This design comes from an exercise in tuning for small area, a short achievable clock period and few clock cycles on the open sky130 flow, not from production work. No run shown here included a check of the RTL's function; only the layout flow was run.

==> flow/design.v (outline; a module is shown in full before it is edited, if it fits) <==
// module FA: 10 lines
// module INV: 3 lines
// module NAND2: 3 lines
// module NOR2: 3 lines
// module XOR2: 3 lines
// module XNOR2: 3 lines
// module A21OI: 3 lines
// module O21AI: 3 lines
// module OR2: 3 lines
// module HAP: 9 lines
// module MUX2: 3 lines
// module Bitblade: 1863 lines
// module Cfu: 58 lines
module Cfu (
  input               cmd_valid,
  output              cmd_ready,
  input      [9:0]    cmd_payload_function_id,
  input      [31:0]   cmd_payload_inputs_0,
  input      [31:0]   cmd_payload_inputs_1,
  output              rsp_valid,
  input               rsp_ready,
  output     [31:0]   rsp_payload_outputs_0,
  input               reset,
  input               clk
);
  // ...
==> flow/flow/run.sh <==
#!/bin/bash
# Standard layout, with the port buffers made from sky130_fd_sc_hd__buf_2 cells instead of
# the delay cells the flow picks by default.  make's output goes to
# standard.log; each tool's own log is under orfs/logs/.
set -euo pipefail
export BUFFER_PORTS_ARGS="-buffer_cell sky130_fd_sc_hd__buf_2"
bash standard.sh > standard.log 2>&1
==> flow/standard.sh <==
#!/bin/bash
# synth_recipe.tcl (not shown) runs the flow's synth.tcl, then flattens the netlist and writes it again
# the make line also repeats each setting of config.mk as NAME=value (left out here)
make -C /OpenROAD-flow-scripts/flow DESIGN_CONFIG=/design/flow/config.mk WORK_HOME=/design/flow/orfs CLKGATE_MAP_FILE= SYNTH_SCRIPT=/design/flow/synth_recipe.tcl "${@:-finish}"
==> flow/config.mk <==
export PLATFORM = sky130hd
export DESIGN_NAME = Cfu
export DESIGN_NICKNAME = Cfu
export VERILOG_FILES = /design/flow/design.v
export SDC_FILE = /design/flow/constraint.sdc
export NUM_CORES = 4
export LEC_CHECK = 0
export CAP_MARGIN = 20
export CORE_MARGIN = 2
export CORE_UTILIZATION = 40
export SETUP_SLACK_MARGIN = 1.5
export SLEW_MARGIN = 20
export SYNTH_HIERARCHICAL = 1
export SYNTH_MINIMUM_KEEP_SIZE = 0
==> flow/constraint.sdc <==
create_clock -name core_clock -period 13.5 [get_ports {clk}]
set_input_delay 2.7000 -clock core_clock [delete_from_list [all_inputs] [get_ports {clk}]]
set_output_delay 2.7000 -clock core_clock [all_outputs]
set_load 0.01 [all_outputs]
==> summary.txt, run 1 <==
TAP cells=324; Setup crit start=cmd_payload_inputs_1[29]; R2R Path End=acc[27]$_DFF_P_; worst hold start=acc[31]$_DFF_P_; PostCTS Resize Cnt=0; Post-Synth Adder-Cell Area=52.0%; routing usage on met2=36.0%; slowest cell on the critical path=fa_1; highest metal used=met4; Worst-Skew Late Latency=0.29 ns; Die W=162 um; IO Count=112; Inst Count DP=1353; Overall Global Routing Usage=22.1%; status=complete, no violations; multi-input combinational area share=79.6%; Final Hold Fails=0; CTS HTree Levels=2; most common cell after layout, fill and taps aside=fa_1; final setup margin=1.84 ns; Slew HR=46.3%; fin area=0.0107 mm2; Levels on crit path=20; multi-input gates=847; Simple-Gate Fraction of Synth Area=21.1%; Final Max Tran Viols=0; Fin Clk Skew=0.00955 ns; pre-CTS setup slack=1.65 ns; flop-to-flop setup slack=6.28 ns; Seq cells=46; Top Registers=acc: 32 flops, ups: 11 flops; M1 WL=11.8 mm; antenna violations before repair=0; largest register by flop count=acc; hold_ws=0.457 ns; first-pass GRT wire length=43.9 mm; Synth cell types=42
==> run 2: changes to the inputs <==
--- a/flow/design.v
+++ b/flow/design.v
@@ -1898,17 +1898,50 @@
 XOR2 u1048 (.a(k928), .b(k1028), .y(k1048));
 wire k1049;
 XOR2 u1049 (.a(k931), .b(k1029), .y(k1049));
 wire ck1050;
 assign ck1050 = k1030;
 wire [18:0] lo = {k1049, k1048, k1047, k1046, k1045, k1044, k1043, k1042, k1041, k1040, k1039, k1038, k1037, k1036, k1035, k1034, k1033, k1032, S1031};
 wire [12:0] inc = acc[31:19] + 1'b1;
 wire [31:0] sum = {ck1050 ? inc : acc[31:19], lo};
-wire [31:0] rspv = {(op3 & ck1050) ? inc : acc[31:19] & {13{keep | op3}}, lo & {19{op3}} | acc[18:0] & {19{keep}}};
+wire [12:0] hi1 = op3 ? inc : acc[31:19] & {13{keep}};
+wire [12:0] hi0 = acc[31:19] & {13{keep | op3}};
+wire k1051;
+O21AI u1051 (.a(k1023), .b(k1007), .c(k1022), .y(k1051));
+wire k1052;
+O21AI u1052 (.a(k1023), .b(k1007), .c(k1022), .y(k1052));
+wire k1053;
+MUX2 u1053 (.a(hi1[0]), .b(hi0[0]), .c(k1030), .y(k1053));
+wire k1054;
+MUX2 u1054 (.a(hi1[1]), .b(hi0[1]), .c(k1030), .y(k1054));
+wire k1055;
+MUX2 u1055 (.a(hi1[2]), .b(hi0[2]), .c(k1030), .y(k1055));
+wire k1056;
+MUX2 u1056 (.a(hi1[3]), .b(hi0[3]), .c(k1030), .y(k1056));
+wire k1057;
+MUX2 u1057 (.a(hi1[4]), .b(hi0[4]), .c(k1030), .y(k1057));
+wire k1058;
+MUX2 u1058 (.a(hi1[5]), .b(hi0[5]), .c(k1051), .y(k1058));
+wire k1059;
+MUX2 u1059 (.a(hi1[6]), .b(hi0[6]), .c(k1051), .y(k1059));
+wire k1060;
+MUX2 u1060 (.a(hi1[7]), .b(hi0[7]), .c(k1051), .y(k1060));
+wire k1061;
+MUX2 u1061 (.a(hi1[8]), .b(hi0[8]), .c(k1051), .y(k1061));
+wire k1062;
+MUX2 u1062 (.a(hi1[9]), .b(hi0[9]), .c(k1052), .y(k1062));
+wire k1063;
+MUX2 u1063 (.a(hi1[10]), .b(hi0[10]), .c(k1052), .y(k1063));
+wire k1064;
+MUX2 u1064 (.a(hi1[11]), .b(hi0[11]), .c(k1052), .y(k1064));
+wire k1065;
+MUX2 u1065 (.a(hi1[12]), .b(hi0[12]), .c(k1052), .y(k1065));
+wire [12:0] hi = {k1065, k1064, k1063, k1062, k1061, k1060, k1059, k1058, k1057, k1056, k1055, k1054, k1053};
+wire [31:0] rspv = {hi, lo & {19{op3}} | acc[18:0] & {19{keep}}};
 assign psum = sum[10:0];
 assign rsp = rspv;
 endmodule
 module Cfu (
   input               cmd_valid,
   output              cmd_ready,
   input      [9:0]    cmd_payload_function_id,
   input      [31:0]   cmd_payload_inputs_0,
==> run 2 against run 1 <==
Utilization decreased by 1.0 points. Design area rose by 3.1%. Largest cell class unchanged.
==> summary.txt, run 2 <==
Clk Tree Root Cell=clkbuf_16; vias in the first global route=7985; Top Registers=acc: 32 flops, ups: 11 flops; CTS HTree Levels=2 (unchanged); Sequential Area=921 um2; top cell type's share of synthesized area=49.6%; worst flop-to-flop path startpoint=mode$_SDFFE_PP0P_; DRC errors left=0; GP Congestion=0.902; compound-gate portion of the synthesized area=6.77%; main combinational cell family by area after synthesis=adder cells; first-pass GRT wire length=44.7 mm (+1.9%); kind of critical path=in -> out; Clock Pin Slew Worst Setup and Hold Paths=0.06 ns; hold_buf cts=0; most common cell after layout, fill and taps aside=fa_1; Post-Synthesis Cell Area=0.0104 mm2; xor-xnor portion of the synthesized cell area=3.62%; Setup crit start=cmd_payload_inputs_1[4]; sequential share of the synthesized area=8.85%; initial DRC count=549; Largest register FFs=32; drt wl/cell=20.0 um; Main synth FF type=dfxtp_1; CORE AREA=0.0258 mm2; largest register by flop count=acc; status=complete, no violations; Post-DP HPWL=23.7 mm; YS warnings=7; unrepaired setup endpoints after global routing=no; Die W=165 um (+2.2%); Fin Clk Skew=0.00646 ns (-0.00309 ns); EDFF count, synth=0; fin area=0.0110 mm2 (+3.1%); Post-synth top cells=fa_1 (258), nand2_1 (173), nand3_1 (126), clkbuf_1 (70), nand2b_1 (47); Startpoint Class=input port; most instantiated library cell after synthesis=fa_1; crit path DAT=8.85 ns; pre-CTS setup slack=1.94 ns (+0.289 ns); vias per cell=5.44; Setup TNS Final=0 ns; Clock Tree Buf Depth=2; total CTS buffers=5; Initial Util=40.4%; most frequent cells in the layout=fa_1 (258), nand2_1 (173), nand3_1 (126); synth top area cells=fa_1 (50%), dfxtp_1 (8.8%), nand2_1 (6.2%), nand3_1 (6.1%), nand2b_1 (2.8%); post-synthesis mux area share=3.55%; Vert. Die Dim=165 um; Die Footprint=0.0273 mm2; DRT Pass-1 Iters=5; Worst-Skew Late Latency=0.30 ns (about the same); Placement Cell Area=0.0108 mm2; largest net degree at the start of global routing=141; worst-margin pin slew=0.757 ns; Nets=1400; Core Rows=59; Final Max Tran Viols=0 (unchanged); min-delay worst type=reg -> reg; Yosys top cell by area=fa_1; hold_ws=0.471 ns (+0.0138 ns); crit path time final=11.55 ns; PostCTS Resize Cnt=0 (unchanged); Sink Count=46; Syn Area/Cell=9.76 um2; share of cells above drive strength 1=17.4%; worst hold start=ups[4]$_SDFFE_PP0P_; Simple-Gate Fraction of Synth Area=20.8% (-0.30 points); Post-DRT Antenna Nets=0; Post-Synth Adder-Cell Area=49.8% (-2.2 points); IO Count=112 (unchanged); CP endpoint kind=primary output; final setup margin=1.95 ns (+0.104 ns); Final Hold Fails=0 (unchanged); CP Data Required Time=10.80 ns; area occupied by multi-input gates=0.00881 mm2; Yosys reg bits=46; FFs w/ async S/R, synth=0%; antenna violations before repair=0 (unchanged); crit path max fanout=8; # fillers=2531; Max Freq=86.6 MHz; Syn Inst Count=1066; period utilisation layout=85.6%; Mapped Nets=1403; Post-CTS Setup Bufs=0; gr ovfl total=0; Max Cap Violations=0; # setup viols final=0; Post-Route WL=28.0 mm; IO Port Bufs=105; ANT cells=0; Synth cell types=47 (+12%); Area Overhead vs Synth=5.95%; vias=7607; Overall Global Routing Usage=21.8% (-0.31 points); CTS tree=yes; Slew HR=49.5% (+3.2 points)
[run 2: changes by cell type after synthesis, sizes merged, moves of 4 or more]
| cell | before | now |
|---|---|---|
| mux2i | 20 | 14 |
| inv | 28 | 32 |
| nand2 | 182 | 173 |
| mux2 | 0 | 16 |
| clkbuf | 76 | 70 |
| and2 | 1 | 13 |
| a21oi | 29 | 33 |
| nand4 | 1 | 5 |
| nand3 | 130 | 126 |
| buf | 27 | 48 |
[run 2: final timing paths]
path | depth (start not counted) | endpoint | slack, ns
max | 21 | rsp_payload_outputs_0[21] | 1.95
max reg2reg | 18 | acc[19]$_DFF_P_ | 6.01
min | 2 | ups[4]$_SDFFE_PP0P_ | 0.47
min reg2reg | 2 | ups[4]$_SDFFE_PP0P_ | 0.47
[run 2: area by class of cell]
class	instances	share of cell area, %
clock inverters	2	0.545
inverters	32	1.09
well taps	335	3.80
multi-input cells	870	79.9
clock buffers	6	1.26
repair buffers	108	5.08
flip-flops and latches	46	8.35
[run 2: per-stage QoR]
stage                     cells  util (%)
after floorplan            1066         -
after global placement     1391      42.0
after detailed placement   1391      42.0
after CTS                  1399      42.8
after global routing       1399      42.8
final                      1399      42.8
[run 2: cell families after synthesis]
| group | Yosys count |
|---|---|
| compound gates | 96 |
| xor+xnor | 43 |
| fa+ha+maj | 259 |
| buf+inv | 150 |
| flops | 46 |
| mux | 30 |
| simple gates | 442 |
[run 2: Yosys stat by module, one instance, submodules excluded, excerpt]
module / cells / times used / area, um2
Bitblade: 498 / 1 / 2550
Cfu: 111 / 1 / 1390
FA: 1 / 258 / 20.0
MUX2: 1 / 13 / 15.0
XNOR2: 1 / 17 / 8.76
A21OI: 1 / 28 / 8.76
O21AI: 1 / 23 / 5.00
INV: 1 / 15 / 3.75
NAND2: 1 / 40 / 3.75
[run 2: worst max-delay path, stage by stage]
cell and delay [ns]:
buf_2 0.21, nand2_1 0.11, fa_1 0.54, fa_1 0.57
fa_1 0.44, fa_1 0.56, or2_2 0.33, fa_1 0.39
fa_1 0.43, fa_1 0.54, inv_1 0.06, nand2_1 0.09
nor2_1 0.05, a21oi_2 0.32, inv_1 0.10, a21oi_2 0.27
inv_1 0.09, a21oi_2 0.22, o21ai_1 0.30, mux2_4 0.40
buf_2 0.14
[run 2: per-layer routing]
layer	GRT usage [%]	share of wire, %	wire (um)	vias up
met3	4.37	8.1	2270	17
li1	-	-	-	3380
met1	30.7	43	12000	3883
met5	0	0	0	-
met2	35.8	48	13500	327
met4	2.90	0.95	267	0

[re-timing with driven ports]
No port has a modelled driver above. Below, the same layouts with a new extraction and two added sets of constraints. Step 1: set_driving_cell puts a clkbuf_16 on clk and a buf_2 on each other input, an assumption about the parent block. Step 2, shift: input delay + t, output delay - t, t = (earliest + latest rising clock arrival at the registers) / 2. This alone moves slack from input paths to output paths. Three values: ideal ports, drivers, drivers and shift; two values: the first two.
| run | t (ns) | slack for setup (ns) | slew at the worst register clock pin (ns) |
|---|---|---|---|
| run 1 | 0.317 | 1.843 / 1.821 / 1.821 | 0.07 / 0.07 |
| run 2 | 0.328 | 1.947 / 1.926 / 1.926 | 0.07 / 0.07 |
After both steps every run listed still meets setup and hold. The setup slack of run 1, which loses most, moves by -0.022 ns with the drivers and by -0.022 ns with both steps.
